This is an optimization exercise on Yosys and OpenROAD, whose aim is small area, not a production implementation. At most, simulation tests tie the RTL to the original design; equivalence was not proved. No functional check of the RTL was part of run 1. The flow treats the clock pin as an ideal source. Dropping or thinning the clock tree relies on that and would not hold on a real chip. Power is estimated from default activity; no workload was simulated.

<file path="design/flow/config.mk">
export PLATFORM = sky130hd
export DESIGN_NAME = hello
export DESIGN_NICKNAME = hello
export VERILOG_FILES = /design/flow/design.v
export SDC_FILE = /design/flow/constraint.sdc
export NUM_CORES = 4
export LEC_CHECK = 0
export CAP_MARGIN = 20
export CORE_MARGIN = 2
export CORE_UTILIZATION = 40
export GPL_TIMING_DRIVEN = 0
export PLACE_DENSITY = 0.6
export SLEW_MARGIN = 20
</file>
<file path="design/flow/constraint.sdc">
create_clock -name core_clock -period 10.0 [get_ports {clk}]
set_input_delay 2.0000 -clock core_clock [delete_from_list [all_inputs] [get_ports {clk}]]
set_output_delay 2.0000 -clock core_clock [all_outputs]
set_load 0.01 [all_outputs]
</file>
<file path="design/flow/design.v">
`timescale 1ns / 1ps
module hello(clk, rst, LED_F12, LCD_E, LCD_RS, LCD_RW, DB, SF_CE0,
             BTN_NORTH, BTN_SOUTH, BTN_WEST, BTN_EAST);
input clk, rst, BTN_NORTH, BTN_SOUTH, BTN_WEST, BTN_EAST;
output reg LED_F12, LCD_RS;
output LCD_E, LCD_RW, SF_CE0;
output reg [3:0] DB;
function [6:0] text_rom(input [7:0] x);
begin
    text_rom = 7'bx;
    case (x)
    8'd2: text_rom = 7'h48;
    8'd3: text_rom = 7'h65;
    8'd4: text_rom = 7'h6c;
    8'd5: text_rom = 7'h6c;
    8'd6: text_rom = 7'h6f;
    8'd7: text_rom = 7'h20;
    8'd8: text_rom = 7'h57;
    8'd9: text_rom = 7'h6f;
    8'd10: text_rom = 7'h72;
    8'd11: text_rom = 7'h6c;
    8'd12: text_rom = 7'h64;
    8'd13: text_rom = 7'h2e;
    8'd14: text_rom = 7'h20;
    8'd15: text_rom = 7'h54;
    8'd16: text_rom = 7'h68;
    8'd17: text_rom = 7'h69;
    8'd18: text_rom = 7'h73;
    8'd19: text_rom = 7'h20;
    8'd20: text_rom = 7'h69;
    8'd21: text_rom = 7'h73;
    8'd22: text_rom = 7'h20;
    8'd23: text_rom = 7'h61;
    8'd24: text_rom = 7'h20;
    8'd25: text_rom = 7'h76;
    8'd26: text_rom = 7'h65;
    8'd27: text_rom = 7'h72;
    8'd28: text_rom = 7'h69;
    8'd29: text_rom = 7'h6c;
    8'd30: text_rom = 7'h6f;
    8'd31: text_rom = 7'h67;
    8'd32: text_rom = 7'h20;
    8'd33: text_rom = 7'h6d;
    8'd34: text_rom = 7'h6f;
    8'd35: text_rom = 7'h64;
    8'd36: text_rom = 7'h75;
    8'd37: text_rom = 7'h6c;
    8'd38: text_rom = 7'h65;
    8'd39: text_rom = 7'h20;
    8'd40: text_rom = 7'h64;
    8'd41: text_rom = 7'h69;
    8'd42: text_rom = 7'h73;
    8'd43: text_rom = 7'h70;
    8'd44: text_rom = 7'h6c;
    8'd45: text_rom = 7'h61;
    8'd46: text_rom = 7'h79;
    8'd47: text_rom = 7'h69;
    8'd48: text_rom = 7'h6e;
    8'd49: text_rom = 7'h67;
    8'd50: text_rom = 7'h20;
    8'd51: text_rom = 7'h6f;
    8'd52: text_rom = 7'h6e;
    8'd53: text_rom = 7'h20;
    8'd54: text_rom = 7'h74;
    8'd55: text_rom = 7'h68;
    8'd56: text_rom = 7'h65;
    8'd57: text_rom = 7'h20;
    8'd58: text_rom = 7'h4c;
    8'd59: text_rom = 7'h43;
    8'd60: text_rom = 7'h44;
    8'd61: text_rom = 7'h2e;
    8'd62: text_rom = 7'h20;
    8'd63: text_rom = 7'h20;
    8'd64: text_rom = 7'h20;
    8'd65: text_rom = 7'h20;
    8'd66: text_rom = 7'h20;
    8'd67: text_rom = 7'h20;
    8'd68: text_rom = 7'h20;
    8'd69: text_rom = 7'h20;
    8'd70: text_rom = 7'h20;
    8'd71: text_rom = 7'h20;
    8'd72: text_rom = 7'h20;
    8'd73: text_rom = 7'h20;
    8'd74: text_rom = 7'h20;
    8'd75: text_rom = 7'h20;
    8'd76: text_rom = 7'h20;
    8'd77: text_rom = 7'h20;
    8'd78: text_rom = 7'h20;
    8'd79: text_rom = 7'h20;
    8'd80: text_rom = 7'h20;
    8'd147: text_rom = 7'h53;
    8'd148: text_rom = 7'h65;
    8'd149: text_rom = 7'h63;
    8'd150: text_rom = 7'h6f;
    8'd151: text_rom = 7'h6e;
    8'd152: text_rom = 7'h64;
    8'd153: text_rom = 7'h20;
    8'd154: text_rom = 7'h6c;
    8'd155: text_rom = 7'h69;
    8'd156: text_rom = 7'h6e;
    8'd157: text_rom = 7'h65;
    8'd158: text_rom = 7'h20;
    8'd159: text_rom = 7'h6f;
    8'd160: text_rom = 7'h66;
    8'd161: text_rom = 7'h20;
    8'd162: text_rom = 7'h74;
    8'd163: text_rom = 7'h65;
    8'd164: text_rom = 7'h78;
    8'd165: text_rom = 7'h74;
    8'd166: text_rom = 7'h2e;
    8'd167: text_rom = 7'h20;
    8'd168: text_rom = 7'h54;
    8'd169: text_rom = 7'h68;
    8'd170: text_rom = 7'h69;
    8'd171: text_rom = 7'h73;
    8'd172: text_rom = 7'h20;
    8'd173: text_rom = 7'h69;
    8'd174: text_rom = 7'h73;
    8'd175: text_rom = 7'h20;
    8'd176: text_rom = 7'h61;
    8'd177: text_rom = 7'h20;
    8'd178: text_rom = 7'h73;
    8'd179: text_rom = 7'h74;
    8'd180: text_rom = 7'h72;
    8'd181: text_rom = 7'h69;
    8'd182: text_rom = 7'h6e;
    8'd183: text_rom = 7'h67;
    8'd184: text_rom = 7'h20;
    8'd185: text_rom = 7'h73;
    8'd186: text_rom = 7'h74;
    8'd187: text_rom = 7'h6f;
    8'd188: text_rom = 7'h72;
    8'd189: text_rom = 7'h65;
    8'd190: text_rom = 7'h64;
    8'd191: text_rom = 7'h20;
    8'd192: text_rom = 7'h61;
    8'd193: text_rom = 7'h73;
    8'd194: text_rom = 7'h20;
    8'd195: text_rom = 7'h61;
    8'd196: text_rom = 7'h20;
    8'd197: text_rom = 7'h62;
    8'd198: text_rom = 7'h69;
    8'd199: text_rom = 7'h74;
    8'd200: text_rom = 7'h20;
    8'd201: text_rom = 7'h61;
    8'd202: text_rom = 7'h72;
    8'd203: text_rom = 7'h72;
    8'd204: text_rom = 7'h61;
    8'd205: text_rom = 7'h79;
    8'd206: text_rom = 7'h2e;
    8'd207: text_rom = 7'h20;
    8'd208: text_rom = 7'h20;
    8'd209: text_rom = 7'h20;
    8'd210: text_rom = 7'h20;
    8'd211: text_rom = 7'h20;
    8'd212: text_rom = 7'h20;
    8'd213: text_rom = 7'h20;
    8'd214: text_rom = 7'h20;
    8'd215: text_rom = 7'h20;
    8'd216: text_rom = 7'h20;
    8'd217: text_rom = 7'h20;
    8'd218: text_rom = 7'h20;
    8'd219: text_rom = 7'h20;
    8'd220: text_rom = 7'h20;
    8'd221: text_rom = 7'h20;
    8'd222: text_rom = 7'h20;
    8'd223: text_rom = 7'h20;
    8'd224: text_rom = 7'h20;
    8'd225: text_rom = 7'h20;
    endcase
end
endfunction
localparam K_RS  = 2;
localparam K_HI  = 1 + 2;
localparam K_E0  = 1 + 15 + 2;
localparam K_LO  = 1 + 15 + 50 + 2;
localparam K_E1  = K_LO + 15;
localparam K_END = K_E1 + 4000 + 1;
localparam [19:0] W_END = (4 << 13) + K_END + 82000 + 1;
localparam [19:0] I_END = 750000 + 4*12 + 205000 + 5000 + 2000 + 2;
reg [19:0] T;
reg B, V;
reg [1:0] ds, dn;
reg [5:0] cur_ptr;
reg be, bw, bn, pew, pn;
reg dchg, clr;
wire [12:0] K = T[12:0];
wire [5:0] cc = T[18:13];
wire in_init = ds == 0;
wire in_clr = ds == 1;
wire in_dsp = ds == 2;
wire kend = B && (K == K_END);
wire R = !B || kend;
wire ccge4 = |cc[5:2];
wire W = in_clr && ccge4;                   
wire wend = W && !B && ((T & W_END) == W_END);
wire dend = in_dsp && cc == 34 && R && !V;
wire iend = in_init && ((T & I_END) == I_END);
wire sending = (in_clr && !ccge4) || (in_dsp && cc < 34);
wire cc_inc = sending && !R && V;
wire t_inc = in_init || B || V || W;
assign LCD_RW = 1'b0;
assign LCD_E = B && ((K >= K_HI+1 && K <= K_E0) || (K >= K_LO+1 && K <= K_E1));
wire [6:0] a = cc + cur_ptr;
wire [6:0] ch = text_rom({cc >= 19, a});
reg [8:0] sel;
always @(*) begin
    sel = {1'b0, 8'h80};
    if (in_clr || in_dsp) begin
        if (cc == 1 && DB[2:0] != 0) sel = {1'b0, 8'h28};
        if (in_clr) begin
            if (cc == 2) sel = {1'b0, 8'b110};
            if (cc == 3) sel = {1'b0, 8'h0c};
            if (cc == 4) sel = {1'b0, 8'b1};
        end else begin
            if (cc >= 2 && cc <= 17) sel = {1'b1, 1'b0, ch};
            if (cc == 18) sel = {1'b0, 8'h80 | 8'h40};
            if (cc >= 19) sel = {1'b1, 1'b0, ch};
        end
    end
end
wire [13:0] tlo_inc = {1'b0, T[12:0]} + t_inc;
wire t_clr = rst || iend || wend || dend;
always @(posedge clk) begin
    T[12:0] <= (t_clr || (kend && !W)) ? 13'd0 : tlo_inc[12:0];
    T[19:13] <= t_clr ? 7'd0 : T[19:13] + (tlo_inc[13] | cc_inc);
end
always @(posedge clk) begin
    if (rst || kend)
        B <= 0;
    else if (V)
        B <= 1;
end
always @(posedge clk) begin
    if (rst) begin
        LCD_RS <= 0;
        DB <= 4'h3;
    end else if (B) begin
        if (K == K_RS) LCD_RS <= sel[8];
        if (K == K_HI) DB <= sel[7:4];
        if (K == K_LO) DB <= sel[3:0];
    end
end
assign SF_CE0 = !(in_init && dn != 0);
always @(posedge clk) begin
    if (rst) begin
        ds <= 0;
        dn <= 1;
        V <= 0;
    end else begin
        ds <= in_init ? 0 : dn;
        if (in_init) dn <= 0;
        if (sending) V <= R;    
        if (iend) begin
            ds <= 1;
            dn <= 1;
        end
        if (wend) dn <= 2;
        if (dend) dn <= 3;
        if (ds == 3) begin
            if (clr) dn <= 1;
            if (dchg) dn <= 2;
        end
    end
end
wire ne = BTN_EAST & ~be;
wire nw = BTN_WEST & ~bw;
wire ptr_inc = ne && (!nw || &cur_ptr);
wire ptr_dec = nw && !ne && |cur_ptr;
always @(posedge clk) begin
    be <= BTN_EAST;
    bw <= BTN_WEST;
    bn <= BTN_NORTH;
    pew <= ne | nw;
    pn <= BTN_NORTH & ~bn;
end
always @(posedge clk) begin
    if (rst) begin
        dchg <= 0;
        clr <= 0;
        LED_F12 <= 0;
        cur_ptr <= 0;
    end else begin
        dchg <= !dchg && ds == 3 && pew;
        clr <= !clr && ds == 3 && pn;
        if (dchg) LED_F12 <= !LED_F12;
        if (dn == 3)
            cur_ptr <= cur_ptr + {{5{ptr_dec}}, ptr_inc | ptr_dec};
    end
end
endmodule
</file>
<file path="design/flow/flow/run.sh">
#!/bin/bash
# Standard synthesis, then an area-oriented re-mapping of the combinational
# logic (flip-flops kept as they are, same names and cells), then the
# standard layout steps from the floorplan on.
set -euo pipefail
HERE=$(pwd)
RES=$HERE/orfs/results/$FLOW_PLATFORM/hello/base
LIB=$FLOW_HOME/platforms/$FLOW_PLATFORM/lib/sky130_fd_sc_hd__tt_025C_1v80.lib

bash standard.sh synth > standard_synth.log 2>&1
# only plain D flip-flops are expected (kept as they are below)
if grep -o "sky130_fd_sc_hd__[a-z0-9_]*" $RES/1_2_yosys.v | sort -u | grep -E "__(df|edf|sdf|sedf|dl)" | grep -qv "__dfxtp_1$"; then
  echo "unexpected sequential cell" >&2; exit 1
fi

cp $RES/1_2_yosys.v $HERE/1_2_yosys_standard.v
DU=$(sed -n '/DONT_USE_CELLS += /,/^$/p' $FLOW_HOME/platforms/$FLOW_PLATFORM/config.mk \
     | grep -o "sky130_fd_sc_hd__[a-z0-9_]*" | sed 's/^/-dont_use /' | tr '\n' ' ')
# ABC's deepsyn is a randomized search: run it with 4 seeds at once and keep
# the smallest result
remap() {
  local S=$1
  printf 'strash\n&get -n\n&deepsyn -T %s -S %s\n&dch -f\n&nf -R 1000 -p\n&put\n' "$DEEPSYN_T" "$S" > $HERE/abc_area_$S.scr
  yosys -p "
read_liberty -ignore_miss_func $LIB
read_verilog -overwrite $HERE/flow/ff_stubs.v
read_verilog $HERE/1_2_yosys_standard.v
hierarchy -top $FLOW_TOP
flatten
opt_clean -purge
read_liberty -lib -overwrite $LIB
abc -liberty $LIB $DU -script $HERE/abc_area_$S.scr
opt_clean -purge
setundef -zero
hilomap -singleton -hicell sky130_fd_sc_hd__conb_1 HI -locell sky130_fd_sc_hd__conb_1 LO
splitnets
opt_clean -purge
tee -o $HERE/remap_$S.stat stat -liberty $LIB
check -assert
write_verilog -noattr -noexpr -nohex -nodec $HERE/1_2_yosys_area_$S.v
" > remap_$S.log 2>&1
}
DEEPSYN_T=${DEEPSYN_T:-60}
for S in 1 2 3 4; do remap $S & done
wait
best=""; bestA=""
for S in 1 2 3 4; do
  [ -s $HERE/1_2_yosys_area_$S.v ] || continue
  grep -q "Found and reported 0 problems" remap_$S.log || continue
  A=$(grep "Chip area" $HERE/remap_$S.stat | awk '{print $NF}')
  echo "seed $S: $A" >> remap_summary.log
  if [ -z "$best" ] || awk "BEGIN {exit !($A < $bestA)}"; then best=$S; bestA=$A; fi
done
[ -n "$best" ] || { echo "re-mapping failed" >&2; exit 1; }
echo "best: seed $best ($bestA)" >> remap_summary.log
cp $HERE/1_2_yosys_area_$best.v $HERE/1_2_yosys_area.v

cp $HERE/1_2_yosys_area.v $RES/1_2_yosys.v
rm -f $RES/1_synth.odb
# smallest buffer on each port; no dummy loads in the clock tree, and the
# clock port drives the tree's leaf buffers directly (post_cts.tcl)
export BUFFER_PORTS_ARGS="-buffer_cell sky130_fd_sc_hd__buf_1"
export CTS_ARGS="-sink_clustering_enable -repair_clock_nets -dont_use_dummy_load"
export POST_CTS_TCL=$HERE/flow/post_cts.tcl
bash standard.sh finish > standard_finish.log 2>&1
</file>
<file path="design/flow/flow/ff_stubs.v">
// Flip-flop cells kept as they are while the combinational logic is re-mapped.
(* blackbox *) module sky130_fd_sc_hd__dfxtp_1(input CLK, input D, output Q); endmodule
</file>
<file path="design/flow/flow/post_cts.tcl">
proc drop_clock_root { max_leaves } {
  set block [ord::get_db_block]
  set clk_net [$block findNet clk]
  set roots {}
  foreach it [$clk_net getITerms] { if {[$it isInputSignal]} { lappend roots $it } }
  if {[llength $roots] != 1} { puts "drop_clock_root: [llength $roots] cells on the clock port, left as is"; return }
  set root [[lindex $roots 0] getInst]
  if {![string match "*clkbuf*" [[$root getMaster] getName]]} { puts "drop_clock_root: root is not a buffer, left as is"; return }
  set root_out ""
  foreach it [$root getITerms] { if {[$it isOutputSignal]} { set root_out [$it getNet] } }
  set leaves {}
  foreach it [$root_out getITerms] {
    if {![$it isInputSignal]} continue
    if {![string match "*clkbuf*" [[[$it getInst] getMaster] getName]]} { puts "drop_clock_root: root drives a non-buffer, left as is"; return }
    lappend leaves $it
  }
  if {[llength $leaves] < 1 || [llength $leaves] > $max_leaves} { puts "drop_clock_root: [llength $leaves] leaves, left as is"; return }
  foreach it $leaves { $it disconnect; $it connect $clk_net }
  foreach it [$root getITerms] { if {[$it isInputSignal]} { $it disconnect } }
  set name [$root getName]
  odb::dbInst_destroy $root
  odb::dbNet_destroy $root_out
  puts "drop_clock_root: removed $name; [llength $leaves] leaf buffers on the clock port"
}
drop_clock_root 4
estimate_parasitics -placement
report_clock_skew
</file>
<file path="design/flow/standard.sh">
#!/bin/bash
# synth_recipe.tcl (not shown) runs the flow's synth.tcl, then flattens the netlist and writes it again
# the make line also repeats each setting of config.mk as NAME=value (left out here)
make -C /OpenROAD-flow-scripts/flow DESIGN_CONFIG=/design/flow/config.mk WORK_HOME=/design/flow/orfs CLKGATE_MAP_FILE= SYNTH_SCRIPT=/design/flow/synth_recipe.tcl "${@:-finish}"
</file>
==> metrics.csv, run 1 <==
stage,metric,value,unit
timing,max_slew headroom,0.3018,
critical_path,flop-to-flop setup slack,4.65,ns
critical_path,crit path launch,T[14]$_SDFF_PP0_,
placed_design,dpl cells,539,
critical_path,crit-path max FO,18,
critical_path,FF-to-FF Start,T[14]$_SDFF_PP0_,
grt,first-pass GRT wire length,14.66,mm
critical_path,Worst Setup EP,DB[2]$_SDFFE_PP0P_,
critical_path,Reg2Reg Depth,16,
timing,min Tclk post-route,5.351,ns
power_and_ir_drop,Leakage,1.145,nW
synth,post-synthesis net count,434,
grt,largest net degree at the start of global routing,20,
synth,synthesized area per cell,6.990,µm²
critical_path,Worst Path Required,10.03,ns
final_layout,area grow syn2layout,7.486,%
placed_design,DPL Wire Length,6.600,mm
route,post-route ant nets,0,
final_layout,fin util,0.4433,
timing,f_max,186.9,MHz
grt,total grt overflow,0,
floorplanning,starting density of the core,0.4125,
final_layout,Fillers,775,
final_layout,post-route cell area,3216,µm²
grt,overall routing resource usage,0.2136,
timing,final setup vio count,0,
timing,final hold vios,0,
timing,setup repair after global routing missed its margin,false,
clock_network,Clock Pin Slew Worst Setup and Hold Paths,0.08,ns
power_and_ir_drop,cell area power density,85.88,nW/µm²
timing,Layout Skew,0.01379,ns
placed_design,DP Area,3161,µm²
grt,antenna violations before repair,0,
placed_design,Port Buffer Count,12,
placed_design,gpl congestion,0.9679,
critical_path,CP Launch Type,register,
timing,"Period Utilization, post-route",0.5351,
timing,Max Transition Viols Final,0,
critical_path,CP arrival,5.38,ns
final_layout,fin cells,543,
floorplanning,DIE WIDTH,90.48,µm
floorplanning,die height,90.48,µm
power_and_ir_drop,peak supply drop,0.08199,mV
timing,setup ws final,4.649,ns
route,final WL,8.722,mm
floorplanning,core box area,7253,µm²
critical_path,Crit Path Class,register to register,
placed_design,pre-CTS WS,4.831,ns
route,residual DRC count,0,
worst_hold_path,Hold Path Stages,1,
route,starting DRC count in detailed routing,241,
clock_network,clk sink count,45,
route,drt pass-1 iters,4,
timing,final setup TNS,0,ns
worst_hold_path,worst min path class,register to register,
outcome,status,"complete, no violations",
run,MaxCap Viol Count,0,
synth,cell count after synthesis,428,
critical_path,R2R Path End,DB[2]$_SDFFE_PP0P_,
critical_path,Crit. End Element,register,
route,WL per Instance,16.06,µm
final_layout,Antenna Cells,0,
floorplanning,I/O Pins,15,
final_layout,"Net count, final",452,
grt,number of global-route vias before repair,3051,
final_layout,layout cells sized above 1,0.009009,
floorplanning,cell row count,31,
synth,number of synthesis warnings,1,
clock_network,worst skew pair latency,0.14,ns
timing,slew of the pin with the lowest slew margin,1.047,ns
floorplanning,Die ar.,8187,µm²
synth,post-synth design cell area,2992,µm²
route,via count,3237,
route,Vias/cell,5.961,
==> metrics by stage <==
step,power (mW),hold slack [ns]
final,0.2762,0.3839
after global routing,0.2865,0.4084
after detailed placement,0.1980,0.3765
after global placement,0.1978,0.3735
after floorplan,0.1941,0.3674
==> flip-flops by register name, summed over array words and instances (netlist names), 2 cells and up <==
register  cells
dn            2
ds            2
cur_ptr       6
T            20
DB            4
==> worst max-delay path: stages, from the launching register on <==
cell	delay, ns
dfxtp_1	0.61
xnor2_1	0.21
a21oi_1	0.26
nor2_1	0.13
maj3_1	0.43
maj3_1	0.40
or2_0	0.26
and2_0	0.54
nor2_1	0.47
o21ai_0	0.17
a2111oi_0	0.63
o21ai_0	0.30
nand3_1	0.21
o21ai_0	0.10
a21oi_1	0.15
o21ai_0	0.10
a32o_1	0.25
==> metal layers <==
layer,share of wire,GRT usage
met4,0.042,0.1115
met5,0,0
met2,0.45,0.3520
met3,0.055,0.02838
met1,0.45,0.2712
==> placed cells by master (no fill, tap or decap), types with 2 or more instances in the layout <==
cell type,instances
and2_0,9
nand4_1,3
o22ai_1,6
xor2_1,12
nor3_1,28
clkbuf_8,4
a32oi_1,2
o21bai_1,4
a22oi_1,2
xnor2_1,9
nand2_1,54
dfxtp_1,45
o311ai_0,2
or3_1,6
a31oi_1,10
nor3b_1,3
a211oi_1,4
o31a_1,2
nand2b_1,9
o21ai_0,32
a21oi_1,32
a21o_1,4
buf_1,12
maj3_1,2
nor2_1,75
o31ai_1,2
o2111ai_1,3
o21a_1,2
and3_1,6
clkinv_1,2
or2_0,8
a32o_1,2
nand3_1,13
nor2b_1,8
nor4_1,7
o211ai_1,6
==> worst min path at each step <==
stage	slack [ns]	to	start
finish	0.38	pn$_DFF_P_	bn$_DFF_P_
global route	0.41	pn$_DFF_P_	bn$_DFF_P_
floorplan	0.37	pn$_DFF_P_	bn$_DFF_P_
global placement	0.37	pn$_DFF_P_	bn$_DFF_P_
detailed placement	0.38	pn$_DFF_P_	bn$_DFF_P_
==> final cells by class <==
type                    count  area, µm²  share of cell area
clock buffers               4      55.05             0.01712
repair buffers             12      45.04             0.01401
well taps                  99      123.9             0.03852
flip-flops and latches     45      900.9              0.2802
multi-input cells         381       2083              0.6479
inverters                   2      7.507            0.002335
==> power breakdown <==
group / internal (mW) / switching, mW / total, mW
Clock: 0.0366 / 0.0457 / 0.0823
Sequential: 0.181 / 0.00238 / 0.184
Combinational: 0.00368 / 0.00641 / 0.0101
Total: 0.222 / 0.0545 / 0.276
==> inputs of run 2 (changes only) <==
--- a/design/flow/design.v
+++ b/design/flow/design.v
@@ -2,8 +2,8 @@
 module hello(clk, rst, LED_F12, LCD_E, LCD_RS, LCD_RW, DB, SF_CE0,
              BTN_NORTH, BTN_SOUTH, BTN_WEST, BTN_EAST);
 input clk, rst, BTN_NORTH, BTN_SOUTH, BTN_WEST, BTN_EAST;
-output reg LED_F12, LCD_RS;
-output LCD_E, LCD_RW, SF_CE0;
+output reg LED_F12, LCD_RS, SF_CE0;
+output LCD_E, LCD_RW;
 output reg [3:0] DB;
 function [6:0] text_rom(input [7:0] x);
 begin
@@ -241,15 +241,14 @@
         if (K == K_LO) DB <= sel[3:0];
     end
 end
-assign SF_CE0 = !(in_init && dn != 0);
+always @(posedge clk) SF_CE0 <= !rst;
 always @(posedge clk) begin
     if (rst) begin
         ds <= 0;
-        dn <= 1;
+        dn <= 0;
         V <= 0;
     end else begin
-        ds <= in_init ? 0 : dn;
-        if (in_init) dn <= 0;
+        ds <= dn;
         if (sending) V <= R;    
         if (iend) begin
             ds <= 1;
--- a/design/flow/flow/run.sh
+++ b/design/flow/flow/run.sh
@@ -40,7 +40,7 @@
 write_verilog -noattr -noexpr -nohex -nodec $HERE/1_2_yosys_area_$S.v
 " > remap_$S.log 2>&1
 }
-DEEPSYN_T=${DEEPSYN_T:-60}
+DEEPSYN_T=${DEEPSYN_T:-240}
 for S in 1 2 3 4; do remap $S & done
 wait
 best=""; bestA=""
==> metrics.csv, run 2 <==
stage,metric,value,unit
timing,slew of the pin with the lowest slew margin,0.9343,ns
grt,GR peak layer,met2,
placed_design,DP Area,3133,µm²
route,Vias/cell,6.122,
floorplanning,cell row count,31,
power_and_ir_drop,Leakage,1.102,nW
route,starting DRC count in detailed routing,238,
grt,total grt overflow,0,
floorplanning,core box area,7214,µm²
placed_design,pre-CTS WS,4.758,ns
critical_path,crit path launch,T[13]$_SDFF_PP0_,
critical_path,CP Launch Type,register,
final_layout,"Net count, final",435,
timing,"Period Utilization, post-route",0.5473,
power_and_ir_drop,cell area power density,87.64,nW/µm²
timing,setup repair after global routing missed its margin,false,
final_layout,Biggest register,T,
final_layout,Largest regs,"T (20), cur_ptr (6), DB (4)",
critical_path,Worst Path Required,10.02,ns
timing,min Tclk post-route,5.473,ns
timing,f_max,182.7,MHz
synth,post-synthesis net count,416,
final_layout,"most common cell after layout, fill and taps aside",nor2_1,
timing,final setup TNS,0,ns
final_layout,"commonest cells after routing, fill and taps aside","nor2_1, dfxtp_1, nand2_1",
route,drt pass-1 iters,5,
floorplanning,DIE WIDTH,89.87,µm
timing,max_slew headroom,0.3727,
final_layout,post-route cell area,3196,µm²
route,residual DRC count,0,
critical_path,Crit Path Class,register to register,
grt,GRT met2 Usage,0.3876,
outcome,status,"complete, no violations",
placed_design,Port Buffer Count,12,
placed_design,DPL Wire Length,6.843,mm
critical_path,CP arrival,5.49,ns
power_and_ir_drop,Final Power,0.2800,mW
grt,first-pass GRT wire length,14.76,mm
power_and_ir_drop,peak supply drop,0.09792,mV
floorplanning,starting density of the core,0.4088,
timing,final setup vio count,0,
final_layout,area grow syn2layout,8.358,%
final_layout,Antenna Cells,0,
timing,setup ws final,4.527,ns
route,WL per Instance,17.25,µm
timing,Max Transition Viols Final,0,
grt,antenna violations before repair,0,
route,post-route ant nets,0,
critical_path,crit-path max FO,15,
critical_path,FF-to-FF Start,T[13]$_SDFF_PP0_,
run,MaxCap Viol Count,0,
placed_design,gpl congestion,0.9903,
clock_network,worst skew pair latency,0.15,ns
clock_network,clk sink count,46,
route,via count,3220,
clock_network,Clock Pin Slew Worst Setup and Hold Paths,0.09,ns
floorplanning,I/O Pins,15,
timing,final hold vios,0,
synth,post-synth design cell area,2949,µm²
worst_hold_path,Worst Hold Launch,bn$_DFF_P_,
timing,Layout Skew,0.02055,ns
critical_path,Crit. End Element,register,
final_layout,max reg flops,20,
grt,overall routing resource usage,0.2221,
grt,met3 GRT Util,0.02263,
grt,largest net degree at the start of global routing,17,
route,final WL,9.071,mm
grt,number of global-route vias before repair,2958,
grt,met1 Usage GRT,0.2717,
worst_hold_path,worst min path class,register to register,
final_layout,layout cells sized above 1,0.01639,
synth,synthesized area per cell,7.193,µm²
floorplanning,die height,89.87,µm
synth,cell count after synthesis,410,
synth,number of synthesis warnings,1,
floorplanning,Die ar.,8076,µm²
-- run 2: changes by cell type in the layout (fill, tap and decap cells not counted), sizes merged, moves of 4 or more --
cell	change
nand2	-17
o21ai	-5
and3	+5
o21bai	-4
nor2	-6
nand3	+6
o21a	+4
xor2	-4
or2	-6
xnor2	+6
-- run 2: critical path, cell delays in order, from the launching register on --
cell and delay [ns]:
dfxtp_1 0.50, a22oi_1 0.25, nor2_1 0.12, maj3_1 0.45
maj3_1 0.48, xnor2_1 0.37, nor3_1 0.60, nor2_1 0.10
nand2_1 0.12, nor2_1 0.08, o41ai_1 0.56, nor2_1 0.20
a32oi_1 0.40, nor2b_1 0.18, o22ai_1 0.13, o21ai_0 0.22
xnor2_1 0.16, o22ai_1 0.10, a21oi_1 0.20, o21ai_0 0.11
-- run 2: area by class of cell --
cell class	count	area (µm²)
clock buffer	4	55.05
fill	806	4019
inverter	3	11.26
multi-input combinational	361	2032
sequential	46	920.9
tap	99	123.9
timing repair buffer	13	52.55
-- run 2: report_power, final --
group | leakage [nW] | switching (mW) | internal (mW) | total [mW]
logic | 0.700 | 0.00624 | 0.00354 | 0.00977
clock network | 0.0288 | 0.0458 | 0.0366 | 0.0824
registers | 0.373 | 0.00252 | 0.185 | 0.188
-- run 2: final timing paths --
| path | to | slack (ns) | cells after the start |
|---|---|---|---|
| worst max-delay path | DB[0]$_SDFFE_PP1P_ | 4.53 | 19 |
| worst min-delay path | pn$_DFF_P_ | 0.39 | 1 |
| worst max register to register | DB[0]$_SDFFE_PP1P_ | 4.53 | 19 |
| worst min register to register | pn$_DFF_P_ | 0.39 | 1 |
-- run 2: per-stage QoR --
step                hold slack (ns)  utilization  instances
global route                 0.4206       0.4429        526
detailed placement           0.3783       0.4343        521
global placement             0.3782       0.4322        521
finish                       0.3918       0.4429        526
floorplan                    0.3674            -        410
-- run 2: metal layers --
| metal | share of wire | wire length, µm |
|---|---|---|
| met5 | 0 | 0 |
| met4 | 0.042 | 377 |
| met3 | 0.051 | 465 |
| met2 | 0.49 | 4410 |
| met1 | 0.42 | 3817 |
==> inputs of run 3 (changes only) <==
==> design/flow/design.v (replaced) <==
`timescale 1ns / 1ps
module hello(clk, rst, LED_F12, LCD_E, LCD_RS, LCD_RW, DB, SF_CE0,
             BTN_NORTH, BTN_SOUTH, BTN_WEST, BTN_EAST);
input clk, rst, BTN_NORTH, BTN_SOUTH, BTN_WEST, BTN_EAST;
output reg LED_F12, LCD_RS;
output LCD_E, LCD_RW, SF_CE0;
output reg [3:0] DB;
function [6:0] text_rom(input [7:0] x);
begin
    text_rom = 7'bx;
    case (x)
    8'd1: text_rom = 7'h48;
    8'd2: text_rom = 7'h65;
    8'd3: text_rom = 7'h6c;
    8'd4: text_rom = 7'h6c;
    8'd5: text_rom = 7'h6f;
    8'd6: text_rom = 7'h20;
    8'd7: text_rom = 7'h57;
    8'd8: text_rom = 7'h6f;
    8'd9: text_rom = 7'h72;
    8'd10: text_rom = 7'h6c;
    8'd11: text_rom = 7'h64;
    8'd12: text_rom = 7'h2e;
    8'd13: text_rom = 7'h20;
    8'd14: text_rom = 7'h54;
    8'd15: text_rom = 7'h68;
    8'd16: text_rom = 7'h69;
    8'd17: text_rom = 7'h73;
    8'd18: text_rom = 7'h20;
    8'd19: text_rom = 7'h69;
    8'd20: text_rom = 7'h73;
    8'd21: text_rom = 7'h20;
    8'd22: text_rom = 7'h61;
    8'd23: text_rom = 7'h20;
    8'd24: text_rom = 7'h76;
    8'd25: text_rom = 7'h65;
    8'd26: text_rom = 7'h72;
    8'd27: text_rom = 7'h69;
    8'd28: text_rom = 7'h6c;
    8'd29: text_rom = 7'h6f;
    8'd30: text_rom = 7'h67;
    8'd31: text_rom = 7'h20;
    8'd32: text_rom = 7'h6d;
    8'd33: text_rom = 7'h6f;
    8'd34: text_rom = 7'h64;
    8'd35: text_rom = 7'h75;
    8'd36: text_rom = 7'h6c;
    8'd37: text_rom = 7'h65;
    8'd38: text_rom = 7'h20;
    8'd39: text_rom = 7'h64;
    8'd40: text_rom = 7'h69;
    8'd41: text_rom = 7'h73;
    8'd42: text_rom = 7'h70;
    8'd43: text_rom = 7'h6c;
    8'd44: text_rom = 7'h61;
    8'd45: text_rom = 7'h79;
    8'd46: text_rom = 7'h69;
    8'd47: text_rom = 7'h6e;
    8'd48: text_rom = 7'h67;
    8'd49: text_rom = 7'h20;
    8'd50: text_rom = 7'h6f;
    8'd51: text_rom = 7'h6e;
    8'd52: text_rom = 7'h20;
    8'd53: text_rom = 7'h74;
    8'd54: text_rom = 7'h68;
    8'd55: text_rom = 7'h65;
    8'd56: text_rom = 7'h20;
    8'd57: text_rom = 7'h4c;
    8'd58: text_rom = 7'h43;
    8'd59: text_rom = 7'h44;
    8'd60: text_rom = 7'h2e;
    8'd61: text_rom = 7'h20;
    8'd62: text_rom = 7'h20;
    8'd63: text_rom = 7'h20;
    8'd64: text_rom = 7'h20;
    8'd65: text_rom = 7'h20;
    8'd66: text_rom = 7'h20;
    8'd67: text_rom = 7'h20;
    8'd68: text_rom = 7'h20;
    8'd69: text_rom = 7'h20;
    8'd70: text_rom = 7'h20;
    8'd71: text_rom = 7'h20;
    8'd72: text_rom = 7'h20;
    8'd73: text_rom = 7'h20;
    8'd74: text_rom = 7'h20;
    8'd75: text_rom = 7'h20;
    8'd76: text_rom = 7'h20;
    8'd77: text_rom = 7'h20;
    8'd78: text_rom = 7'h20;
    8'd79: text_rom = 7'h20;
    8'd129: text_rom = 7'h53;
    8'd130: text_rom = 7'h65;
    8'd131: text_rom = 7'h63;
    8'd132: text_rom = 7'h6f;
    8'd133: text_rom = 7'h6e;
    8'd134: text_rom = 7'h64;
    8'd135: text_rom = 7'h20;
    8'd136: text_rom = 7'h6c;
    8'd137: text_rom = 7'h69;
    8'd138: text_rom = 7'h6e;
    8'd139: text_rom = 7'h65;
    8'd140: text_rom = 7'h20;
    8'd141: text_rom = 7'h6f;
    8'd142: text_rom = 7'h66;
    8'd143: text_rom = 7'h20;
    8'd144: text_rom = 7'h74;
    8'd145: text_rom = 7'h65;
    8'd146: text_rom = 7'h78;
    8'd147: text_rom = 7'h74;
    8'd148: text_rom = 7'h2e;
    8'd149: text_rom = 7'h20;
    8'd150: text_rom = 7'h54;
    8'd151: text_rom = 7'h68;
    8'd152: text_rom = 7'h69;
    8'd153: text_rom = 7'h73;
    8'd154: text_rom = 7'h20;
    8'd155: text_rom = 7'h69;
    8'd156: text_rom = 7'h73;
    8'd157: text_rom = 7'h20;
    8'd158: text_rom = 7'h61;
    8'd159: text_rom = 7'h20;
    8'd160: text_rom = 7'h73;
    8'd161: text_rom = 7'h74;
    8'd162: text_rom = 7'h72;
    8'd163: text_rom = 7'h69;
    8'd164: text_rom = 7'h6e;
    8'd165: text_rom = 7'h67;
    8'd166: text_rom = 7'h20;
    8'd167: text_rom = 7'h73;
    8'd168: text_rom = 7'h74;
    8'd169: text_rom = 7'h6f;
    8'd170: text_rom = 7'h72;
    8'd171: text_rom = 7'h65;
    8'd172: text_rom = 7'h64;
    8'd173: text_rom = 7'h20;
    8'd174: text_rom = 7'h61;
    8'd175: text_rom = 7'h73;
    8'd176: text_rom = 7'h20;
    8'd177: text_rom = 7'h61;
    8'd178: text_rom = 7'h20;
    8'd179: text_rom = 7'h62;
    8'd180: text_rom = 7'h69;
    8'd181: text_rom = 7'h74;
    8'd182: text_rom = 7'h20;
    8'd183: text_rom = 7'h61;
    8'd184: text_rom = 7'h72;
    8'd185: text_rom = 7'h72;
    8'd186: text_rom = 7'h61;
    8'd187: text_rom = 7'h79;
    8'd188: text_rom = 7'h2e;
    8'd189: text_rom = 7'h20;
    8'd190: text_rom = 7'h20;
    8'd191: text_rom = 7'h20;
    8'd192: text_rom = 7'h20;
    8'd193: text_rom = 7'h20;
    8'd194: text_rom = 7'h20;
    8'd195: text_rom = 7'h20;
    8'd196: text_rom = 7'h20;
    8'd197: text_rom = 7'h20;
    8'd198: text_rom = 7'h20;
    8'd199: text_rom = 7'h20;
    8'd200: text_rom = 7'h20;
    8'd201: text_rom = 7'h20;
    8'd202: text_rom = 7'h20;
    8'd203: text_rom = 7'h20;
    8'd204: text_rom = 7'h20;
    8'd205: text_rom = 7'h20;
    8'd206: text_rom = 7'h20;
    8'd207: text_rom = 7'h20;
    endcase
end
endfunction
localparam K_RS  = 2;
localparam K_HI  = 1 + 2;
localparam K_E0  = 1 + 15 + 2;
localparam K_LO  = 1 + 15 + 50 + 2;
localparam K_E1  = K_LO + 15;
localparam K_END = K_E1 + 4000 + 1;
localparam [19:0] W_END = (4 << 13) + K_END + 82000 + 1;
localparam [19:0] I_END = 750000 + 4*12 + 205000 + 5000 + 2000 + 2;
reg [19:0] T;
reg B, V;
reg [1:0] ds, dn;
reg [6:0] ptr;
reg be, bw, bn, pew, pn;
reg dchg, clr;
wire [12:0] K = T[12:0];
wire [5:0] cc = T[18:13];
wire in_init = ds == 0;
wire in_clr = ds == 1;
wire in_dsp = ds == 2;
wire kend = B && (K == K_END);
wire R = !B || kend;
wire ccge4 = |cc[5:2];
wire W = in_clr && ccge4;                   
wire wend = W && !B && ((T & W_END) == W_END);
wire dend = in_dsp && cc == 34 && R && !V;
wire iend = in_init && ((T & I_END) == I_END);
wire sending = (in_clr && !ccge4) || (in_dsp && cc < 34);
wire cc_inc = sending && !R && V;
wire t_inc = in_init || B || V || W;
assign LCD_RW = 1'b0;
assign LCD_E = B && ((K >= K_HI+1 && K <= K_E0) || (K >= K_LO+1 && K <= K_E1));
wire [6:0] ch = text_rom({cc >= 19, ptr});
reg [8:0] sel;
always @(*) begin
    sel = {1'b0, 8'h80};
    if (in_clr || in_dsp) begin
        if (cc == 1 && DB[2:0] != 0) sel = {1'b0, 8'h28};
        if (in_clr) begin
            if (cc == 2) sel = {1'b0, 8'b110};
            if (cc == 3) sel = {1'b0, 8'h0c};
            if (cc == 4) sel = {1'b0, 8'b1};
        end else begin
            if (cc >= 2 && cc <= 17) sel = {1'b1, 1'b0, ch};
            if (cc == 18) sel = {1'b0, 8'h80 | 8'h40};
            if (cc >= 19) sel = {1'b1, 1'b0, ch};
        end
    end
end
wire [13:0] tlo_inc = {1'b0, T[12:0]} + t_inc;
wire t_clr = rst || iend || wend || dend;
always @(posedge clk) begin
    T[12:0] <= (t_clr || (kend && !W)) ? 13'd0 : tlo_inc[12:0];
    T[19:13] <= t_clr ? 7'd0 : T[19:13] + (tlo_inc[13] | cc_inc);
end
always @(posedge clk) begin
    if (rst || kend)
        B <= 0;
    else if (V)
        B <= 1;
end
always @(posedge clk) begin
    if (rst) begin
        LCD_RS <= 0;
        DB <= 4'h3;
    end else if (B) begin
        if (K == K_RS) LCD_RS <= sel[8];
        if (K == K_HI) DB <= sel[7:4];
        if (K == K_LO) DB <= sel[3:0];
    end
end
assign SF_CE0 = !(in_init && dn != 0);
always @(posedge clk) begin
    if (rst) begin
        ds <= 0;
        dn <= 1;
        V <= 0;
    end else begin
        ds <= in_init ? 0 : dn;
        if (in_init) dn <= 0;
        if (sending) V <= R;    
        if (iend) begin
            ds <= 1;
            dn <= 1;
        end
        if (wend) dn <= 2;
        if (dend) dn <= 3;
        if (ds == 3) begin
            if (clr) dn <= 1;
            if (dchg) dn <= 2;
        end
    end
end
wire ne = BTN_EAST & ~be;
wire nw = BTN_WEST & ~bw;
wire ptr_inc = ne && (!nw || &ptr[5:0]);
wire ptr_dec = nw && !ne && |ptr[5:0];
wire ptr_chr = in_dsp && cc_inc && cc != 0 && cc != 17;
wire ptr_back = in_dsp && ((cc_inc && cc == 17) || dend);
wire [6:0] ptr_pm = ptr + {{6{ptr_dec && dn == 3}}, 1'b1};
always @(posedge clk) begin
    be <= BTN_EAST;
    bw <= BTN_WEST;
    bn <= BTN_NORTH;
    pew <= ne | nw;
    pn <= BTN_NORTH & ~bn;
end
always @(posedge clk) begin
    if (rst) begin
        dchg <= 0;
        clr <= 0;
        LED_F12 <= 0;
        ptr <= 0;
    end else begin
        dchg <= !dchg && ds == 3 && pew;
        clr <= !clr && ds == 3 && pn;
        if (dchg) LED_F12 <= !LED_F12;
        if (ptr_back)
            ptr <= ptr - 7'd16;
        else if (dn == 3) begin
            if (ptr_inc || ptr_dec) ptr <= {1'b0, ptr_pm[5:0]};
        end else if (ptr_chr)
            ptr <= ptr_pm;
    end
end
endmodule
--- a/design/flow/flow/run.sh
+++ b/design/flow/flow/run.sh
@@ -40,7 +40,7 @@
 write_verilog -noattr -noexpr -nohex -nodec $HERE/1_2_yosys_area_$S.v
 " > remap_$S.log 2>&1
 }
-DEEPSYN_T=${DEEPSYN_T:-240}
+DEEPSYN_T=${DEEPSYN_T:-900}
 for S in 1 2 3 4; do remap $S & done
 wait
 best=""; bestA=""
==> metrics.csv, run 3 <==
stage,metric,value,unit
critical_path,Crit Path Class,register to register,
critical_path,flop-to-flop setup slack,4.86,ns
placed_design,Port Buffer Count,12,
timing,setup repair after global routing missed its margin,false,
clock_network,worst skew pair latency,0.14,ns
floorplanning,DIE WIDTH,87.31,µm
final_layout,"Net count, final",409,
route,via count,2918,
timing,worst hold margin,0.3868,ns
floorplanning,I/O Pins,15,
route,wire length on met3,429,µm
final_layout,Largest regs,"T (20), ptr (7), DB (4)",
critical_path,Crit. End Element,register,
route,starting DRC count in detailed routing,215,
route,Vias/cell,6.067,
floorplanning,die height,87.31,µm
route,final WL,7.644,mm
synth,number of synthesis warnings,1,
route,residual DRC count,0,
final_layout,layout cells sized above 1,0.009975,
route,uppermost routed layer,met4,
power_and_ir_drop,peak supply drop,0.07182,mV
critical_path,crit-path leading delay family,compound AO/OA/AOI/OAI gates,
synth,synthesized area per cell,7.211,µm²
timing,final hold vios,0,
route,WL per Instance,15.89,µm
placed_design,gpl congestion,0.9887,
run,MaxCap Viol Count,0,
placed_design,dpl cells,477,
critical_path,FF-to-FF Start,ptr[0]$_SDFFE_PP0P_,
critical_path,CP max stage cell,dfxtp_1,
clock_network,clk sink count,46,
critical_path,Crit path depth,22,
final_layout,"most common cell after layout, fill and taps aside",nor2_1,
timing,min Tclk post-route,5.144,ns
grt,overall routing resource usage,0.2024,
outcome,status,"complete, no violations",
final_layout,Fillers,722,
timing,"Period Utilization, post-route",0.5144,
timing,Layout Skew,0.01348,ns
critical_path,R2R Path End,DB[1]$_SDFFE_PP1P_,
critical_path,Worst Setup EP,DB[1]$_SDFFE_PP1P_,
final_layout,max reg flops,20,
critical_path,CP max stage delay,0.86,ns
final_layout,Antenna Cells,0,
floorplanning,Die ar.,7623,µm²
floorplanning,core box area,6756,µm²
power_and_ir_drop,Leakage,1.004,nW
final_layout,"commonest cells after routing, fill and taps aside","nor2_1, nand2_1, dfxtp_1",
final_layout,post-route cell area,2977,µm²
final_layout,Biggest register,T,
grt,number of global-route vias before repair,2583,
synth,post-synthesis net count,391,
power_and_ir_drop,cell area power density,94.31,nW/µm²
critical_path,CP Launch Type,register,
critical_path,Crit path top cell by count,nand2_1,
timing,f_max,194.4,MHz
floorplanning,starting density of the core,0.4109,
critical_path,Worst Path Required,10.08,ns
grt,first-pass GRT wire length,12.52,mm
final_layout,area grow syn2layout,7.210,%
critical_path,crit-path max FO,22,
final_layout,multi-input gate area in the final layout,1826,µm²
timing,slew of the pin with the lowest slew margin,1.011,ns
timing,final setup vio count,0,
route,met1 wire length,3.784,mm
critical_path,Reg2Reg Depth,22,
final_layout,fin util,0.4406,
grt,largest net degree at the start of global routing,24,
floorplanning,cell row count,30,
critical_path,sequence of cells on the critical path,nand2_1 -> nand2b_1 -> nor2_1 -> o31ai_1 -> a31o_1 -> nor3_1 -> a21oi_1 -> a21oi_1 -> o21ai_0 -> nand2_1 -> o221ai_1 -> nand2_1 -> nand2_1 -> a221o_1 -> o21a_1 -> nor3_1 -> a311oi_1 -> o211ai_1 -> o21ai_0 -> a21oi_1 -> or4_1 -> o21ai_0,
worst_hold_path,worst min path class,register to register,
critical_path,crit path launch,ptr[0]$_SDFFE_PP0P_,
clock_network,Clock Pin Slew Worst Setup and Hold Paths,0.08,ns
synth,cell count after synthesis,385,
synth,post-synth design cell area,2776,µm²
placed_design,DPL Wire Length,5.655,mm
critical_path,worst path bufs/invs,0,
grt,antenna violations before repair,0,
placed_design,pre-CTS WS,5.048,ns
timing,Max Transition Viols Final,0,
grt,total grt overflow,0,
timing,max_slew headroom,0.3233,
final_layout,fin cells,481,
final_layout,Reg area,920.9,µm²
route,drt pass-1 iters,5,
timing,setup ws final,4.856,ns
route,routed length on met2,3.309,mm
placed_design,DP Area,2922,µm²
timing,final setup TNS,0,ns
route,post-route ant nets,0,
critical_path,CP arrival,5.22,ns
power_and_ir_drop,Final Power,0.2807,mW
run 3: where the power goes:
part	switching (mW)	total (mW)	leakage, nW	internal, mW
Combinational	0.00559	0.00894	0.602	0.00335
Clock	0.0472	0.0838	0.0288	0.0366
Sequential	0.00263	0.188	0.373	0.185
run 3: cell type report:
class                           instances  share of cell area
Multi-Input combinational cell        331              0.6133
Sequential cell                        46              0.3094
Tap cell                               80             0.03363
Clock buffer                            4             0.01850
Timing Repair Buffer                   12             0.01513
Inverter                                8             0.01009
run 3: worst min-delay path by stage:
stage | start | to | slack [ns] | depth (start not counted)
after floorplan | bn$_DFF_P_ | pn$_DFF_P_ | 0.37 | 1
after global placement | bn$_DFF_P_ | pn$_DFF_P_ | 0.37 | 1
after detailed placement | bn$_DFF_P_ | pn$_DFF_P_ | 0.38 | 1
after global routing | bn$_DFF_P_ | pn$_DFF_P_ | 0.39 | 1
final | bn$_DFF_P_ | pn$_DFF_P_ | 0.39 | 1
run 3: metal layers:
| layer | up-vias | track usage |
|---|---|---|
| met5 | - | 0 |
| met4 | 0 | 0.05175 |
| met3 | 16 | 0.03223 |
| met2 | 110 | 0.3058 |
| met1 | 1338 | 0.2986 |
| li1 | 1454 | - |
==> inputs of run 4 (changes only) <==
--- a/design/flow/flow/run.sh
+++ b/design/flow/flow/run.sh
@@ -40,7 +40,7 @@
 write_verilog -noattr -noexpr -nohex -nodec $HERE/1_2_yosys_area_$S.v
 " > remap_$S.log 2>&1
 }
-DEEPSYN_T=${DEEPSYN_T:-900}
+DEEPSYN_T=${DEEPSYN_T:-1800}
 for S in 1 2 3 4; do remap $S & done
 wait
 best=""; bestA=""
==> metrics.csv, run 4 <==
stage,metric,value,unit
outcome,status,"complete, no violations",
grt,total grt overflow,0,
grt,first-pass GRT wire length,12.66,mm
timing,Layout Skew,0.02337,ns
placed_design,Port Buffer Count,12,
timing,final setup TNS,0,ns
final_layout,"Net count, final",406,
synth,post-synthesis net count,388,
floorplanning,die height,87.20,µm
final_layout,Biggest register,T,
timing,final hold vios,0,
route,final WL,7.499,mm
critical_path,CP max stage cell,dfxtp_1,
critical_path,Crit Path Class,register to register,
clock_network,clk sink count,46,
worst_hold_path,worst min path class,register to register,
timing,min Tclk post-route,4.328,ns
critical_path,CP max stage delay,0.82,ns
synth,synthesized area per cell,7.248,µm²
placed_design,dpl cells,474,
critical_path,Reg2Reg Depth,15,
final_layout,"most common cell after layout, fill and taps aside",nor2_1,
floorplanning,starting density of the core,0.4098,
final_layout,area grow syn2layout,7.230,%
grt,antenna violations before repair,0,
synth,post-synth design cell area,2769,µm²
final_layout,fin cells,478,
synth,number of synthesis warnings,1,
grt,overall routing resource usage,0.2028,
power_and_ir_drop,cell area power density,94.90,nW/µm²
grt,largest net degree at the start of global routing,26,
final_layout,"commonest cells after routing, fill and taps aside","nor2_1, dfxtp_1, a21oi_1",
final_layout,layout cells sized above 1,0.01005,
route,WL per Instance,15.69,µm
critical_path,CP arrival,4.42,ns
final_layout,Largest regs,"T (20), ptr (7), DB (4)",
synth,cell count after synthesis,382,
critical_path,Crit. End Element,register,
clock_network,Clock Pin Slew Worst Setup and Hold Paths,0.08,ns
grt,number of global-route vias before repair,2668,
timing,final setup vio count,0,
final_layout,Antenna Cells,0,
critical_path,flop-to-flop setup slack,5.67,ns
placed_design,gpl congestion,0.9494,
critical_path,CP Launch Type,register,
critical_path,Crit path top cell by count,nand2_1,
critical_path,worst path bufs/invs,0,
worst_hold_path,Hold Path Stages,1,
floorplanning,I/O Pins,15,
critical_path,crit-path leading delay family,compound AO/OA/AOI/OAI gates,
timing,"Period Utilization, post-route",0.4328,
timing,slew of the pin with the lowest slew margin,0.9910,ns
final_layout,max reg flops,20,
critical_path,Crit path depth,15,
power_and_ir_drop,Leakage,1.001,nW
timing,f_max,231.0,MHz
floorplanning,core box area,6756,µm²
route,post-route ant nets,0,
floorplanning,DIE WIDTH,87.20,µm
route,met1 wire length,3.505,mm
critical_path,R2R Path End,DB[1]$_SDFFE_PP1P_,
power_and_ir_drop,peak supply drop,0.09279,mV
floorplanning,cell row count,30,
clock_network,worst skew pair latency,0.15,ns
run,MaxCap Viol Count,0,
critical_path,crit-path max FO,23,
route,via count,2896,
floorplanning,Die ar.,7604,µm²
critical_path,Worst Path Required,10.09,ns
route,residual DRC count,0,
route,routed length on met2,3.456,mm
route,starting DRC count in detailed routing,228,
route,drt pass-1 iters,5,
critical_path,crit path launch,ptr[2]$_SDFFE_PP0P_,
route,Vias/cell,6.059,
route,wire length on met3,407,µm
timing,setup repair after global routing missed its margin,false,
placed_design,DPL Wire Length,5.521,mm
critical_path,sequence of cells on the critical path,nand2_1 -> nand2_1 -> nand2_1 -> o21ai_0 -> a21boi_0 -> o311a_1 -> a31o_1 -> o21bai_1 -> nand3_1 -> a31oi_1 -> nor3_1 -> nor4_1 -> nor3_1 -> a311oi_1 -> o22a_1,
critical_path,Worst Setup EP,DB[1]$_SDFFE_PP1P_,
route,uppermost routed layer,met4,
critical_path,FF-to-FF Start,ptr[2]$_SDFFE_PP0P_,
timing,Max Transition Viols Final,0,
timing,max_slew headroom,0.3364,
run 4: cell type report:
cell class	count	area, µm²
Fill cell	725	3787
Multi-Input combinational cell	330	1826
Sequential cell	46	920.9
Tap cell	80	100.1
Clock buffer	4	55.05
Timing Repair Buffer	12	45.04
Inverter	6	22.52
run 4: where the power goes:
| part | switching [mW] | internal, mW |
|---|---|---|
| logic | 0.00611 | 0.00390 |
| clock network | 0.0465 | 0.0366 |
| registers | 0.00330 | 0.185 |
| total | 0.0559 | 0.226 |
run 4: layer usage:
| layer | GRT usage | up-vias |
|---|---|---|
| li1 | - | 1443 |
| met4 | 0.04755 | 0 |
| met3 | 0.02464 | 18 |
| met1 | 0.2830 | 1342 |
| met5 | 0 | - |
| met2 | 0.3345 | 93 |
run 4: worst min-delay path by stage:
stage,startpoint,endpoint
2_1_floorplan,bn$_DFF_P_,pn$_DFF_P_
3_3_place_gp,bn$_DFF_P_,pn$_DFF_P_
3_5_place_dp,bn$_DFF_P_,pn$_DFF_P_
5_1_grt,bn$_DFF_P_,pn$_DFF_P_
6_report,bn$_DFF_P_,pn$_DFF_P_
run 4: through the flow:
stage	setup WS (ns)	area, µm²	power [mW]	hold slack (ns)	utilization
after floorplan	6.157	2769	0.1986	0.3674	-
after global routing	5.302	2969	0.2942	0.3932	0.4394
final	5.672	2969	0.2818	0.3734	0.4394
after global placement	5.765	2914	0.2027	0.3714	0.4313
after detailed placement	5.803	2914	0.2028	0.3766	0.4313
run 4: worst register-to-register path: stages (launching register included):
cell and delay [ns]:
dfxtp_1 0.82, nand2_1 0.30, nand2_1 0.28, nand2_1 0.08
o21ai_0 0.23, a21boi_0 0.67, o311a_1 0.32, a31o_1 0.19
o21bai_1 0.19, nand3_1 0.13, a31oi_1 0.26, nor3_1 0.10
nor4_1 0.19, nor3_1 0.09, a311oi_1 0.28, o22a_1 0.16
==> inputs of run 5 (changes only) <==
--- a/design/flow/flow/run.sh
+++ b/design/flow/flow/run.sh
@@ -40,7 +40,7 @@
 write_verilog -noattr -noexpr -nohex -nodec $HERE/1_2_yosys_area_$S.v
 " > remap_$S.log 2>&1
 }
-DEEPSYN_T=${DEEPSYN_T:-1800}
+DEEPSYN_T=${DEEPSYN_T:-900}
 for S in 1 2 3 4; do remap $S & done
 wait
 best=""; bestA=""
@@ -58,7 +58,8 @@
 cp $HERE/1_2_yosys_area.v $RES/1_2_yosys.v
 rm -f $RES/1_synth.odb
 # smallest buffer on each port; no dummy loads in the clock tree, and the
-# clock port drives the tree's leaf buffers directly (post_cts.tcl)
+# clock port drives the tree's leaf buffers directly, each as small as the
+# clock-pin slew allows (post_cts.tcl)
 export BUFFER_PORTS_ARGS="-buffer_cell sky130_fd_sc_hd__buf_1"
 export CTS_ARGS="-sink_clustering_enable -repair_clock_nets -dont_use_dummy_load"
 export POST_CTS_TCL=$HERE/flow/post_cts.tcl
--- a/design/flow/flow/post_cts.tcl
+++ b/design/flow/flow/post_cts.tcl
@@ -25,3 +25,36 @@
 drop_clock_root 4
 estimate_parasitics -placement
 report_clock_skew
+
+proc leaf_max_slew {iname} {
+  set ms 0
+  foreach op [get_pins -of_objects [get_cells $iname] -filter "direction == output"] {
+    foreach p [get_pins -of_objects [get_nets -of_objects $op] -filter "direction == input"] {
+      set s [get_property $p slew_max]
+      if {$s > $ms} { set ms $s }
+    }
+  }
+  return $ms
+}
+proc shrink_clock_leaves { small limit_ns } {
+  set db [ord::get_db]
+  set clk_net [[ord::get_db_block] findNet clk]
+  foreach it [$clk_net getITerms] {
+    if {![$it isInputSignal]} continue
+    set inst [$it getInst]
+    set orig [[$inst getMaster] getName]
+    if {![string match "*clkbuf*" $orig]} continue
+    $inst swapMaster [$db findMaster $small]
+    estimate_parasitics -placement
+    set s [leaf_max_slew [$inst getName]]
+    if {$s > $limit_ns} {
+      $inst swapMaster [$db findMaster $orig]
+      puts "shrink_clock_leaves: [$inst getName] kept $orig (slew $s ns with $small)"
+    } else {
+      puts "shrink_clock_leaves: [$inst getName] -> $small (slew $s ns)"
+    }
+  }
+  estimate_parasitics -placement
+}
+shrink_clock_leaves sky130_fd_sc_hd__clkbuf_4 0.105
+report_clock_skew
--- a/design/flow/config.mk
+++ b/design/flow/config.mk
@@ -7,7 +7,7 @@
 export LEC_CHECK = 0
 export CAP_MARGIN = 20
 export CORE_MARGIN = 2
-export CORE_UTILIZATION = 40
+export CORE_UTILIZATION = 65
 export GPL_TIMING_DRIVEN = 0
-export PLACE_DENSITY = 0.6
+export PLACE_DENSITY = 0.75
 export SLEW_MARGIN = 20
==> metrics.csv, run 5 <==
stage,metric,value,unit
floorplanning,Die ar.,4810,µm²
route,drt pass-1 iters,5,
final_layout,Antenna Cells,0,
floorplanning,core box area,4058,µm²
floorplanning,DIE WIDTH,69.36,µm
power_and_ir_drop,Clock power frac,0.291,
floorplanning,cell row count,23,
route,final WL,7.736,mm
timing,Max Transition Viols Final,0,
route,WL per Instance,17.15,µm
synth,post-synthesis net count,391,
timing,max_slew headroom,0.3199,
final_layout,"commonest cells after routing, fill and taps aside","nor2_1, nand2_1, dfxtp_1",
clock_network,Clock Pin Slew Worst Setup and Hold Paths,0.09,ns
floorplanning,I/O Pins,15,
floorplanning,starting density of the core,0.6842,
critical_path,Worst Path Required,10.07,ns
worst_hold_path,worst min path class,register to register,
final_layout,fin cells,451,
placed_design,Port Buffer Count,12,
power_and_ir_drop,Final Power,0.2782,mW
run,MaxCap Viol Count,0,
placed_design,DPL Wire Length,5.543,mm
timing,"Period Utilization, post-route",0.5240,
final_layout,"most common cell after layout, fill and taps aside",nor2_1,
clock_network,worst skew pair latency,0.17,ns
timing,final hold vios,0,
timing,f_max,190.8,MHz
critical_path,Crit Path Class,register to register,
final_layout,layout cells sized above 1,0.009975,
power_and_ir_drop,Comb power frac,0.033,
synth,cell count after synthesis,385,
route,post-route ant nets,0,
power_and_ir_drop,share of power burned in registers,0.675,
grt,total grt overflow,0,
timing,Layout Skew,0.03227,ns
final_layout,fin util,0.7228,
timing,min Tclk post-route,5.240,ns
power_and_ir_drop,Net Sw Power,0.05713,mW
timing,setup repair after global routing missed its margin,false,
final_layout,area grow syn2layout,5.633,%
critical_path,CP arrival,5.31,ns
final_layout,Biggest register,T,
route,starting DRC count in detailed routing,499,
placed_design,gpl congestion,0.9990,
power_and_ir_drop,switch share,0.2054,
route,Vias/cell,6.940,
final_layout,"Net count, final",409,
floorplanning,die height,69.36,µm
placed_design,dpl cells,447,
critical_path,CP Launch Type,register,
synth,post-synth design cell area,2776,µm²
grt,overall routing resource usage,0.3173,
outcome,status,"complete, no violations",
final_layout,Largest regs,"T (20), ptr (7), DB (4)",
clock_network,clk sink count,46,
timing,slew of the pin with the lowest slew margin,1.020,ns
route,residual DRC count,0,
power_and_ir_drop,Internal,0.2210,mW
grt,antenna violations before repair,0,
grt,number of global-route vias before repair,2817,
power_and_ir_drop,cell area power density,94.84,nW/µm²
grt,largest net degree at the start of global routing,24,
timing,final setup TNS,0,ns
power_and_ir_drop,Leakage,1.001,nW
critical_path,Crit. End Element,register,
final_layout,max reg flops,20,
grt,first-pass GRT wire length,12.87,mm
timing,final setup vio count,0,
power_and_ir_drop,peak supply drop,0.1043,mV
synth,synthesized area per cell,7.211,µm²
synth,number of synthesis warnings,1,
critical_path,crit-path max FO,22,
route,via count,3130,
[run 5: path summary, 6_finish.rpt]
kind | end | cells after the start | slack (ns) | from
setup / recovery | DB[1]$_SDFFE_PP1P_ | 22 | 4.76 | ptr[0]$_SDFFE_PP0P_
setup reg to reg | DB[1]$_SDFFE_PP1P_ | 22 | 4.76 | ptr[0]$_SDFFE_PP0P_
hold reg to reg | pn$_DFF_P_ | 1 | 0.40 | bn$_DFF_P_
hold / removal | pn$_DFF_P_ | 1 | 0.40 | bn$_DFF_P_
[run 5: final cells by class]
cell class / count / area [µm²]
clock buffers: 4 / 48.80
fillers: 312 / 1125
inverters: 8 / 30.03
multi-input cells: 331 / 1826
flip-flops and latches: 46 / 920.9
well taps: 50 / 62.56
repair buffers: 12 / 45.04
[run 5: power groups by stage]
stage                     logic [mW]  registers (mW)  clock network (mW)
after floorplan              0.00579           0.191                   0
after global placement       0.00862           0.192                   0
after detailed placement     0.00898           0.192                   0
after global routing          0.0104           0.188              0.0872
final                        0.00929           0.188              0.0810
[run 5: metal layers]
metal,track usage,share of wire,vias to the layer above,routed length [µm]
met4,0.1220,0.039,0,298
met3,0.04651,0.098,37,758
met5,0,0,-,0
met1,0.4158,0.40,1408,3111
li1,-,-,1454,-
met2,0.5278,0.46,231,3567
[run 5: critical path, stage by stage, from the launching register on]
cell and delay [ns]:
dfxtp_1 0.87, nand2_1 0.23, nand2b_1 0.34, nor2_1 0.11, o31ai_1 0.35, a31o_1 0.19, nor3_1 0.07, a21oi_1 0.20
a21oi_1 0.09, o21ai_0 0.12, nand2_1 0.14, o221ai_1 0.34, nand2_1 0.13, nand2_1 0.09, a221o_1 0.16, o21a_1 0.19
nor3_1 0.07, a311oi_1 0.40, o211ai_1 0.13, o21ai_0 0.14, a21oi_1 0.11, or4_1 0.53, o21ai_0 0.15
[run 5: through the flow]
| stage | hold WS, ns | setup WS [ns] | cell area [µm²] |
|---|---|---|---|
| after floorplan | 0.3674 | 5.942 | 2776 |
| after global placement | 0.3695 | 4.859 | 2884 |
| after detailed placement | 0.3910 | 4.963 | 2884 |
| after global routing | 0.4168 | 4.292 | 2933 |
| final | 0.3961 | 4.760 | 2933 |
==> inputs of run 6 (changes only) <==
--- a/design/flow/flow/run.sh
+++ b/design/flow/flow/run.sh
@@ -40,7 +40,7 @@
 write_verilog -noattr -noexpr -nohex -nodec $HERE/1_2_yosys_area_$S.v
 " > remap_$S.log 2>&1
 }
-DEEPSYN_T=${DEEPSYN_T:-900}
+DEEPSYN_T=${DEEPSYN_T:-1800}
 for S in 1 2 3 4; do remap $S & done
 wait
 best=""; bestA=""
==> metrics.csv, run 6 <==
stage,metric,value,unit
placed_design,DPL Wire Length,5.631,mm
timing,"Period Utilization, post-route",0.4752,
route,via count,3104,
floorplanning,DIE WIDTH,69.23,µm
critical_path,Crit path top cell by count,o21ai_0,
power_and_ir_drop,Final Power,0.2768,mW
route,final WL,7.786,mm
power_and_ir_drop,peak supply drop,0.1172,mV
critical_path,sequence of cells on the critical path,clkinv_1 -> nor2_1 -> o21ai_0 -> o21ai_0 -> clkinv_1 -> o41ai_1 -> nor2_1 -> a31oi_1 -> nor2_1 -> nor4b_1 -> or3_1 -> o21ai_0 -> and3_1 -> o21ai_0 -> o21ai_0 -> a221oi_1 -> nor2_1,
grt,total grt overflow,0,
timing,Layout Skew,0.01340,ns
timing,max_slew headroom,0.4218,
clock_network,worst skew pair latency,0.15,ns
timing,setup repair after global routing missed its margin,false,
final_layout,"Net count, final",410,
timing,Max Transition Viols Final,0,
critical_path,Crit Path Class,register to register,
floorplanning,die height,69.23,µm
critical_path,Reg2Reg Depth,17,
critical_path,Crit. End Element,register,
final_layout,layout cells sized above 1,0.009950,
critical_path,CP Launch Type,register,
critical_path,worst path bufs/invs,2,
clock_network,clk sink count,46,
final_layout,Largest regs,"T (20), ptr (7), DB (4)",
grt,overall routing resource usage,0.3222,
floorplanning,starting density of the core,0.6815,
route,drt pass-1 iters,5,
floorplanning,core box area,4058,µm²
final_layout,max reg flops,20,
worst_hold_path,worst min path class,register to register,
outcome,status,"complete, no violations",
timing,f_max,210.4,MHz
final_layout,Antenna Cells,0,
clock_network,Clock Pin Slew Worst Setup and Hold Paths,0.09,ns
route,Vias/cell,6.867,
critical_path,Crit path depth,17,
worst_hold_path,Hold Path Stages,1,
grt,largest net degree at the start of global routing,24,
timing,min Tclk post-route,4.752,ns
critical_path,Worst Path Required,10.04,ns
final_layout,"commonest cells after routing, fill and taps aside","nor2_1, dfxtp_1, o21ai_0, nand2_1, a21oi_1",
synth,number of synthesis warnings,1,
final_layout,area grow syn2layout,5.656,%
route,starting DRC count in detailed routing,462,
critical_path,CP max stage delay,0.73,ns
power_and_ir_drop,cell area power density,94.73,nW/µm²
route,post-route ant nets,0,
synth,post-synthesis net count,392,
floorplanning,cell row count,23,
floorplanning,Die ar.,4792,µm²
timing,final setup vio count,0,
grt,antenna violations before repair,0,
synth,post-synth design cell area,2765,µm²
placed_design,gpl congestion,0.9943,
run,MaxCap Viol Count,0,
route,WL per Instance,17.23,µm
timing,final hold vios,0,
route,residual DRC count,0,
synth,cell count after synthesis,386,
critical_path,crit-path leading delay family,compound AO/OA/AOI/OAI gates,
power_and_ir_drop,Leakage,1.013,nW
grt,first-pass GRT wire length,12.82,mm
timing,slew of the pin with the lowest slew margin,0.8561,ns
critical_path,CP arrival,4.79,ns
timing,final setup TNS,0,ns
synth,synthesized area per cell,7.164,µm²
floorplanning,I/O Pins,15,
final_layout,Biggest register,T,
final_layout,"most common cell after layout, fill and taps aside",nor2_1,
grt,number of global-route vias before repair,2703,
critical_path,CP max stage cell,dfxtp_1,
critical_path,crit-path max FO,19,
placed_design,Port Buffer Count,12,
==> run 6: layer usage <==
metal	global-route usage	wire length, µm	vias to the layer above
li1	-	-	1466
met1	0.4581	3278	1419
met2	0.4882	3406	198
met3	0.06686	924	21
met4	0.1046	177	0
met5	0	0	-
==> run 6: worst paths after layout <==
check / start / to / slack, ns
max: ptr[3]$_SDFFE_PP0P_ / DB[0]$_SDFFE_PP1P_ / 5.25
max reg2reg: ptr[3]$_SDFFE_PP0P_ / DB[0]$_SDFFE_PP1P_ / 5.25
min: bn$_DFF_P_ / pn$_DFF_P_ / 0.40
min reg2reg: bn$_DFF_P_ / pn$_DFF_P_ / 0.40
==> run 6: where the power goes <==
group / internal (mW) / switching, mW
clock: 0.0323 / 0.0460
combinational: 0.00360 / 0.00667
sequential: 0.185 / 0.00284
==> run 6: through the flow <==
| step | instances | cell area (µm²) | utilization | setup slack [ns] | hold WS (ns) |
|---|---|---|---|---|---|
| after floorplan | 386 | 2765 | - | 6.193 | 0.3674 |
| after detailed placement | 448 | 2873 | 0.7080 | 5.391 | 0.3801 |
| after global placement | 448 | 2873 | 0.7080 | 5.315 | 0.3747 |
| after global routing | 452 | 2922 | 0.7200 | 4.784 | 0.4101 |
| final | 452 | 2922 | 0.7200 | 5.248 | 0.3959 |
==> run 6: layout make-up <==
type                    instances  area (µm²)
repair buffers                 12       45.04
well taps                      50       62.56
multi-input cells             331        1810
clock buffers                   4       48.80
inverters                       9       33.78
flip-flops and latches         46       920.9
fillers                       317        1136

-- what the ideal ports hide --
The results above use ideal ports. As a check the final layouts listed here were re-extracted and re-timed, cells and wires unchanged.
Step 1 assumes that a clkbuf_16 drives the clock port and a buf_2 every other input.
Step 2 times the ports against the registers' clock, not the clock port: input delays grow and output delays shrink by t, the midpoint of the rising clock arrivals with the driver on.
Three values: ideal ports, drivers, drivers and shift; two values: the first two.
run	t, ns	slack for setup (ns)	worst hold slack (ns)	worst setup path at the end	worst register clock-pin slew, ns
run 1	0.186	4.649 / 4.649 / 4.649	0.384 / 0.384 / 0.384	register to register	0.08 / 0.08
run 2	0.194	4.527 / 4.527 / 4.527	0.392 / 0.392 / 0.392	register to register	0.09 / 0.09
run 3	0.191	4.856 / 4.856 / 4.856	0.387 / 0.387 / 0.387	register to register	0.08 / 0.08
run 4	0.189	5.672 / 5.672 / 5.672	0.373 / 0.373 / 0.373	register to register	0.09 / 0.09
run 5	0.202	4.760 / 4.760 / 4.760	0.396 / 0.396 / 0.396	register to register	0.11 / 0.11
run 6	0.199	5.248 / 5.248 / 5.248	0.396 / 0.396 / 0.396	register to register	0.09 / 0.09
After both steps every run listed still meets setup and hold.
